This is an optimization exercise on Yosys and OpenROAD, whose aim is small area, a short achievable clock period and few clock cycles, not a production implementation.
Where RTL was checked, it was by simulation tests only, not by an equivalence proof against the original.
Power is estimated from default activity; no workload was simulated.

==> module Data_selector, before the edit <==
module Data_selector(
	input clk,
	input rst,
	input data_collect_finish,
	input [7:0] data_in,
	output reg [7:0] data_out,
	output reg [13:0] read_select,
	output reg [13:0] write_out_se,
	output reg data_process_finish,
	output reg wr_enable
    );
	localparam integer H   = 9;                     
	localparam integer K   = H - 2;                 
	localparam integer R0L = 100 - H;               
	localparam [13:0] DN  = 100;                    
	localparam [13:0] DC  = 1 - 100 * (H - 1);      
	localparam [13:0] DB  = -199;                   
	localparam [13:0] DF  = -100 * (H - 1);         
	localparam [13:0] ALAST = (R0L - K + H - 1) * 100 + 99;
	localparam [13:0] W0  = -(8 * 100 + DC + 2 * 100 + DC);
	localparam [6:0] C98 = 7'd46;                   
	localparam [3:0] J1  = 4'd2;                    
	localparam [3:0] J7  = 4'd10;                   
	reg running;
	reg [3:0] j;                 
	reg [6:0] c;                 
	reg jl, j2, j1, je;          
	reg c0, c1, c99, cf, cx;     
	reg bf, bl;                  
	reg [7:0] D [1:2*H-1];       
	reg [9:0] hp;                
	reg [9:0] h1, h2, h3;        
	reg wr, blur;                
	reg wr1, blur1;              
	wire go = running | (data_collect_finish & ~data_process_finish & ~wr_enable & ~wr1);
	wire [9:0] h0 = hp + {2'b0, data_in};
	wire [11:0] sum = {2'b0, h3} + {1'b0, h2, 1'b0} + {2'b0, h1};
	always @(*) begin
		blur = 1'b0;
		if (cx)
			wr = !j1;                         
		else if (j2) begin
			if (c0) wr = !bf;                 
			else begin
				wr = 1'b1;
				blur = !c1 && !cf;            
			end
		end
		else if (j1)
			wr = bf ? !c0 : c0;               
		else
			wr = bl ? !c0 : cf;               
	end
	wire [13:0] dsw = !c99 ? DC : bl ? DF : DB;
	wire [13:0] a_next = read_select + (jl ? dsw : DN);
	wire [13:0] w_next = write_out_se + (je ? ((c1 && !bf) ? DB : DC) : DN);
	always @(posedge clk or posedge rst) begin
		if (rst) begin
			running <= 1'b0;
			j <= 4'd1;
			c <= 7'd1;
			jl <= 1'b0;
			j2 <= 1'b0;
			j1 <= 1'b0;
			je <= 1'b0;
			c0 <= 1'b1;
			c1 <= 1'b0;
			c99 <= 1'b0;
			cf <= 1'b0;
			cx <= 1'b0;
			bf <= 1'b1;
			bl <= 1'b0;
			read_select <= 0;
			wr1 <= 1'b0;
			wr_enable <= 1'b0;
			data_process_finish <= 1'b0;
		end
		else begin
			wr1 <= 1'b0;
			if (go) begin
				wr1 <= wr;
				running <= 1'b1;
				read_select <= ((jl && cf) || cx) ? 14'd0 : a_next;
				if (cx) begin
					j <= {j[2:0], j[3] ^ j[2]};
					j1 <= 1'b1;
					if (j1) begin
						j <= 4'd1;
						j1 <= 1'b0;
						c <= 7'd1;
						c0 <= 1'b1;
						cx <= 1'b0;
						bf <= 1'b1;
						bl <= 1'b0;
						running <= 1'b0;
					end
				end
				else if (!jl) begin
					j <= {j[2:0], j[3] ^ j[2]};
					jl <= (j == J7);
					j2 <= (j != 4'd1);
					j1 <= (j == 4'd1);
					je <= (j == J1);
				end
				else begin
					j <= 4'd1;
					jl <= 1'b0;
					j2 <= 1'b0;
					j1 <= 1'b0;
					je <= 1'b0;
					if (cf) begin
						cf <= 1'b0;
						cx <= 1'b1;
					end
					else if (c99) begin
						c99 <= 1'b0;
						if (bl) cf <= 1'b1;
						else begin
							c <= 7'd1;
							c0 <= 1'b1;
							bf <= 1'b0;
							bl <= (read_select == ALAST);
						end
					end
					else begin
						c <= {c[5:0], c[6] ^ c[5]};
						c0 <= 1'b0;
						c1 <= c0;
						c99 <= (c == C98);
					end
				end
			end
			else begin
				read_select <= 0;
				j <= 4'd1;
				c <= 7'd1;
				jl <= 1'b0;
				j2 <= 1'b0;
				j1 <= 1'b0;
				je <= 1'b0;
				c0 <= 1'b1;
				c1 <= 1'b0;
				c99 <= 1'b0;
				cf <= 1'b0;
				cx <= 1'b0;
				bf <= 1'b1;
				bl <= 1'b0;
			end
			wr_enable <= wr1;
			if (!running && wr_enable && !wr1) data_process_finish <= 1'b1;
			else if (!data_collect_finish) data_process_finish <= 1'b0;
		end
	end
	integer k;
	always @(posedge clk) begin
		blur1 <= blur;
		if (!running) write_out_se <= go ? W0 + DN : W0;
		else write_out_se <= w_next;
		D[1] <= data_in;
		for (k = 2; k <= 2 * H - 1; k = k + 1) D[k] <= D[k-1];
		hp <= {2'b0, D[2*H-1]} + {1'b0, D[H-1], 1'b0};
		h1 <= h0;
		h2 <= h1;
		h3 <= h2;
		data_out <= blur1 ? sum[11:4] : D[H+2];
	end
endmodule
export LEC_CHECK = 0
export ABC_AREA = 1
export CAP_MARGIN = 20
export CORE_MARGIN = 2
export CORE_UTILIZATION = 55
export SETUP_SLACK_MARGIN = 3.3
export SLEW_MARGIN = 20
create_clock -name core_clock -period 5.5 [get_ports {clk}]
standard.sh (not shown) runs the stock make flow with config.mk's settings and CLKGATE_MAP_FILE= SYNTH_SCRIPT=/design/flow/synth_recipe.tcl, a recipe that flattens the netlist after the stock synthesis.
==> flow/flow/run.sh <==
#!/bin/bash
# Standard ORFS layout (the standard.sh), with two changes:
#  - port buffers are the smallest buffer (buf_1) instead of clkdlybuf4s50_1;
#  - clock tree built from clkbuf_8 in clusters of up to 16 sinks, without dummy loads.
set -euo pipefail
bash standard.sh \
  "BUFFER_PORTS_ARGS=-buffer_cell sky130_fd_sc_hd__buf_1" \
  "CTS_ARGS=-sink_clustering_enable -repair_clock_nets -dont_use_dummy_load -buf_list sky130_fd_sc_hd__clkbuf_8 -sink_clustering_size 16 -sink_clustering_max_diameter 50" \
  finish > standard_flow.log 2>&1
Testbench counts at the start, summed over its fixed seeds: cycles 302,760.
Next try:
--- a/flow/design.v
+++ b/flow/design.v
@@ -71,8 +71,9 @@
 			cx <= 1'b0;
 			bf <= 1'b1;
 			bl <= 1'b0;
 			read_select <= 0;
+			write_out_se <= W0;
 			wr1 <= 1'b0;
 			wr_enable <= 1'b0;
 			data_process_finish <= 1'b0;
 		end
@@ -81,8 +82,9 @@
 			if (go) begin
 				wr1 <= wr;
 				running <= 1'b1;
 				read_select <= ((jl && cf) || cx) ? 14'd0 : a_next;
+				write_out_se <= w_next;
 				if (cx) begin
 					j <= {j[2:0], j[3] ^ j[2]};
 					j1 <= 1'b1;
 					if (j1) begin
@@ -132,8 +134,9 @@
 				end
 			end
 			else begin
 				read_select <= 0;
+				write_out_se <= W0;
 				j <= 4'd1;
 				c <= 7'd1;
 				jl <= 1'b0;
 				j2 <= 1'b0;
@@ -154,10 +157,8 @@
 	end
 	integer k;
 	always @(posedge clk) begin
 		blur1 <= blur;
-		if (!running) write_out_se <= go ? W0 + DN : W0;
-		else write_out_se <= w_next;
 		D[1] <= data_in;
 		for (k = 2; k <= 2 * H - 1; k = k + 1) D[k] <= D[k-1];
 		hp <= {2'b0, D[2*H-1]} + {1'b0, D[H-1], 1'b0};
 		h1 <= h0;
After rerunning: The new run ran to the end with no violations. Fmax falls by a few percent. Synthesized area increases slightly. Setup slack degrades by 0.091 ns. Combinational power stays flat. Clock skew rose by 0.028 ns.
Only the layout flow was run in the second run of this note; the RTL was not checked for function there.

==> port drivers added, routing unchanged <==
The flow's constraints put no driver on any port. The routed layouts listed below were extracted and timed again, unchanged, in two steps.
Step 1, drivers: a clkbuf_16 drives clk and a buf_2 each remaining input, both assumed.
Step 2 times the ports against the registers' clock, not the clock port: input delays grow and output delays shrink by t, the midpoint of the rising clock arrivals with the driver on.
Three values: ideal, step 1, step 2; two values: the first two.
run | t, ns | slack for setup (ns) | hold slack, ns | slew at the worst register clock pin (ns) | worst data-port slew with drivers (ns)
the first run | 0.549 | 3.329 / 3.293 / 2.959 | 0.314 / 0.314 / 0.314 | 0.09 / 0.09 | 0.03
the second run | 0.541 | 3.238 / 3.200 / 2.968 | 0.321 / 0.321 / 0.321 | 0.09 / 0.09 | 0.03
After both steps setup and hold are still met in every run listed. For the first run, which loses most, drivers alone change the setup slack by -0.036 ns; drivers and shift together by -0.370 ns.
